What follows belongs to an exercise in optimizing a design on an open flow for small area; a production flow would make more cautious choices. In this exercise RTL edits were held to simulation tests only and were not proved equivalent to the original. Power figures rest on the tool's default switching activity, not on a simulated workload.

the reference run:
==> flow/design.v <==
module register_set_32(
    input [4:0] raddr,
    input [32*31-1:0] regs,    
    output [31:0] rdata
    );
wire [31:1] sel;
genvar i, b;
generate
for (i = 1; i < 32; i = i + 1) begin : d
    assign sel[i] = (raddr == i);
end
for (b = 0; b < 32; b = b + 1) begin : bt
    wire [9:0] y;
    for (i = 0; i < 10; i = i + 1) begin : s
        MUX aoi(.a0(sel[3*i+1]), .b0(regs[32*(3*i)+b]),
                .a1(sel[3*i+2]), .b1(regs[32*(3*i+1)+b]),
                .a2(sel[3*i+3]), .b2(regs[32*(3*i+2)+b]),
                .y(y[i]));
    end
    assign rdata[b] = ~(&y) | (sel[31] & regs[32*30+b]);
end
endgenerate
endmodule
module MUX(
    input a0, b0,
    input a1, b1,
    input a2, b2,
    output y
    );
assign y = ~((a0 & b0) | (a1 & b1) | (a2 & b2));
endmodule
module ALU #(parameter N = 32) (
    input [N-1:0] a,
    input [N-1:0] b,
    input cin,
    output [N-1:0] s,
    output cout,
    output [N-1:0] p
    );
localparam L = 5;    
wire [N-1:0] g = a & b;
assign p = a ^ b;
reg [N-1:0] G, P;
integer l, i;
always @(*) begin
    G = g;
    P = p;
    G[0] = g[0] | (p[0] & cin);
    for (l = 0; l < L; l = l + 1)
        for (i = 0; i < N; i = i + 1)
            if (((i + 1) % (2 << l)) == 0) begin
                G[i] = G[i] | (P[i] & G[i - (1 << l)]);
                P[i] = P[i] & P[i - (1 << l)];
            end
    for (l = L - 2; l >= 0; l = l - 1)
        for (i = 0; i < N; i = i + 1)
            if (i >= (3 << l) - 1 && ((i + 1 - (3 << l)) % (2 << l)) == 0) begin
                G[i] = G[i] | (P[i] & G[i - (1 << l)]);
                P[i] = P[i] & P[i - (1 << l)];
            end
end
assign s = p ^ {G[N-2:0], cin};
assign cout = G[N-1];
endmodule
module next_addr(
    input [31:1] addr,
    input [31:0] instr,
    input jal,
    input taken,
    output [31:1] next_addr
    );
wire [31:1] immb = {{20{instr[31]}}, instr[7], instr[30:25], instr[11:8]};
wire [31:1] immj = {{12{instr[31]}}, instr[19:12], instr[20], instr[30:21]};
wire [31:1] inc  = taken ? (jal ? immj : immb) : 31'd2;
wire co;
wire [31:1] pp;
ALU #(.N(31)) add(.a(addr), .b(inc), .cin(1'b0), .s(next_addr), .cout(co), .p(pp));
endmodule
module riscv_top(
    input clk,
    input rst_n,
    output [31:0] imem_addr,
    input  [31:0] imem_data,
    output [31:0] dmem_addr,
    output [31:0] dmem_wdata,
    output        dmem_we,
    input  [31:0] dmem_rdata,
    output        wb_en,
    output [4:0]  wb_rd,
    output [31:0] wb_data
    );
wire [31:0] ins = imem_data;
wire [6:0] op = ins[6:0];
wire [2:0] f3 = ins[14:12];
wire [4:0] rs1 = ins[19:15];
wire [4:0] rs2 = ins[24:20];
wire [4:0] rd  = ins[11:7];
wire lo    = op[1] & op[0] & ~op[3];
wire Rtype = lo & ~op[6] &  op[5] &  op[4] & ~op[2];
wire Itype = lo & ~op[6] & ~op[5] &  op[4] & ~op[2];
wire lui   = lo & ~op[6] &  op[5] &  op[4] &  op[2];
wire load  = lo & ~op[6] & ~op[5] & ~op[4] & ~op[2];
wire store = lo & ~op[6] &  op[5] & ~op[4] & ~op[2];
wire beq   = lo &  op[6] &  op[5] & ~op[4] & ~op[2] & (f3 == 3'b000);
wire jal   = op[1] & op[0] & op[6] & op[5] & ~op[4] & op[3] & op[2];
wire [32*31-1:0] regs;
genvar gi;
generate
for (gi = 1; gi < 32; gi = gi + 1) begin : rf
    reg [31:0] r;
    always @(posedge clk)
        if (wb_en && rd == gi)
            r <= wb_data;
    assign regs[32*(gi-1) +: 32] = r;
end
endgenerate
wire [31:0] rdata1, rdata2;
register_set_32 rport1(.raddr(rs1), .regs(regs), .rdata(rdata1));
register_set_32 rport2(.raddr(rs2), .regs(regs), .rdata(rdata2));
wire b_rs2 = op[5] & (op[4] | op[6]);
wire st_imm = op[5] & ~op[4];
wire [31:0] imm_is = {{20{ins[31]}}, ins[31:25], st_imm ? ins[11:7] : ins[24:20]};
wire [31:0] alu_b = b_rs2 ? rdata2 : imm_is;
wire sub = op[4] & f3[1];
wire [31:0] sum, pr;
wire cout;
ALU #(.N(32)) alu(.a(rdata1), .b(alu_b ^ {32{sub}}), .cin(sub), .s(sum), .cout(cout), .p(pr));
wire ltu = ~cout;
wire lt  = ltu ^ rdata1[31] ^ alu_b[31];
wire eq  = ~|pr;         
wire s_ld  = ~op[4];
wire s_lui = op[4] & op[2];
wire s_ri  = op[4] & ~op[2];
wire s_add = s_ri & (f3 == 3'b000);
wire s_or  = s_ri & (f3 == 3'b110);
wire s_lt  = s_ri & ~f3[2] & f3[1];
assign wb_data = ({32{s_ld}}  & dmem_rdata)
               | ({32{s_lui}} & {ins[31:12], 12'b0})
               | ({32{s_add}} & sum)
               | ({32{s_or}}  & (rdata1 | alu_b))
               | {31'b0, s_lt & (f3[0] ? ltu : lt)};
reg  [31:0] pc_addr;
wire [31:1] pc_next;
next_addr next_addr_0(.addr(pc_addr[31:1]), .instr(ins), .jal(jal), .taken(jal | (beq & eq)),
                      .next_addr(pc_next));
always @(posedge clk or negedge rst_n)
    if (rst_n == 1'b0)
        pc_addr <= 32'b0;
    else
        pc_addr <= {pc_next, pc_addr[0]};
assign imem_addr  = pc_addr;
assign dmem_addr  = sum;
assign dmem_wdata = rdata2;
assign dmem_we    = store & rst_n;
assign wb_en      = (Rtype | Itype | lui | load) & rst_n & (rd != 5'b0);
assign wb_rd      = rd;
endmodule
==> flow/config.mk <==
export PLATFORM = sky130hd
export DESIGN_NAME = riscv_top
export DESIGN_NICKNAME = riscv_top
export VERILOG_FILES = /design/flow/design.v
export SDC_FILE = /design/flow/constraint.sdc
export NUM_CORES = 4
export LEC_CHECK = 0
export CAP_MARGIN = 5
export CORE_MARGIN = 2
export CORE_UTILIZATION = 45
export PLACE_DENSITY = 0.65
export SLEW_MARGIN = 5
export SYNTH_HIERARCHICAL = 1
==> flow/constraint.sdc <==
create_clock -name core_clock -period 13.0 [get_ports {clk}]
set_input_delay 2.6000 -clock core_clock [delete_from_list [all_inputs] [get_ports {clk}]]
set_output_delay 2.6000 -clock core_clock [all_outputs]
set_load 0.01 [all_outputs]
standard.sh (not shown) runs the stock make flow with config.mk's settings and CLKGATE_MAP_FILE= SYNTH_SCRIPT=/design/flow/synth_recipe.tcl, a recipe that flattens the netlist after the stock synthesis.
==> flow/flow/run.sh <==
#!/bin/bash
# Own layout flow: the standard ORFS flow (standard.sh, unchanged synthesis),
# with small port buffers and a clock tree of clkbuf_8 without dummy loads.
set -euo pipefail
cd "$(dirname "$0")/.."
export BUFFER_PORTS_ARGS="-buffer_cell sky130_fd_sc_hd__buf_1"
export CTS_ARGS="-sink_clustering_enable -repair_clock_nets -dont_use_dummy_load -buf_list sky130_fd_sc_hd__clkbuf_8 -sink_clustering_size 16 -sink_clustering_max_diameter 60"
bash standard.sh finish > run_standard.log 2>&1
The inputs of the trial run differ from those of the reference run as listed below.
--- a/flow/design.v
+++ b/flow/design.v
@@ -1,6 +1,13 @@
+module extender(
+    input a1, a2,
+    input b1, b2,
+    output y
+    );
+assign y = (a1 & a2) | (b1 & b2);
+endmodule
 module register_set_32(
     input [4:0] raddr,
     input [32*31-1:0] regs,    
     output [31:0] rdata
     );
 wire [31:1] sel;
@@ -101,19 +108,24 @@
 wire lui   = lo & ~op[6] &  op[5] &  op[4] &  op[2];
 wire load  = lo & ~op[6] & ~op[5] & ~op[4] & ~op[2];
 wire store = lo & ~op[6] &  op[5] & ~op[4] & ~op[2];
 wire beq   = lo &  op[6] &  op[5] & ~op[4] & ~op[2] & (f3 == 3'b000);
 wire jal   = op[1] & op[0] & op[6] & op[5] & ~op[4] & op[3] & op[2];
 wire [32*31-1:0] regs;
-genvar gi;
+genvar gi, gb;
 generate
 for (gi = 1; gi < 32; gi = gi + 1) begin : rf
+    wire we = wb_en && rd == gi;
+    wire wen = ~we;
+    wire [31:0] d;
     reg [31:0] r;
+    for (gb = 0; gb < 32; gb = gb + 1) begin : b
+        extender hold(.a1(we), .a2(wb_data[gb]), .b1(wen), .b2(r[gb]), .y(d[gb]));
+    end
     always @(posedge clk)
-        if (wb_en && rd == gi)
-            r <= wb_data;
+        r <= d;
     assign regs[32*(gi-1) +: 32] = r;
 end
 endgenerate
 wire [31:0] rdata1, rdata2;
 register_set_32 rport1(.raddr(rs1), .regs(regs), .rdata(rdata1));
 register_set_32 rport2(.raddr(rs2), .regs(regs), .rdata(rdata2));
--- outcome ---
- Note that the cell total after placement recorded for the trial run amounts to 1.2 times the value seen in the reference run.
- Cell type of the slowest stage on the worst timing path = sky130_fd_sc_hd__nor2_4: the trial run; cell type of the slowest stage on the worst timing path = sky130_fd_sc_hd__nor2_2: the reference run
- Per the comparison of the trial run with the reference run, final worst setup slack saw a decrease, detailed-route via count saw an increase, cell count after synthesis saw an increase, combinational power share saw a decrease.

afterwards: timing with drivers on the ports:
How much do the figures lean on ideal ports? The routed layouts below were timed once more, with nothing changed but the port constraints.
Step 1 sets driving cells, clkbuf_16 on the clock port and buf_2 on the other inputs (assumed; they add their load-dependent delay and slew).
Step 2 times the ports against the registers' clock, not the clock port: input delays grow and output delays shrink by t, the midpoint of the rising clock arrivals with the driver on.
a / b / c = ideal / step 1 / step 2; a / b = the first two.
| run | t, ns | setup slack, ns | worst hold slack (ns) |
|---|---|---|---|
| the reference run | 0.809 | 0.561 / 0.523 / 0.523 | 0.576 / 0.576 / 0.576 |
| the trial run | 0.831 | 0.174 / 0.042 / 0.042 | 0.503 / 0.503 / 0.503 |
After both steps every run listed still meets setup and hold. For the trial run, which loses most, drivers alone change the setup slack by -0.132 ns; drivers and shift together by -0.132 ns.
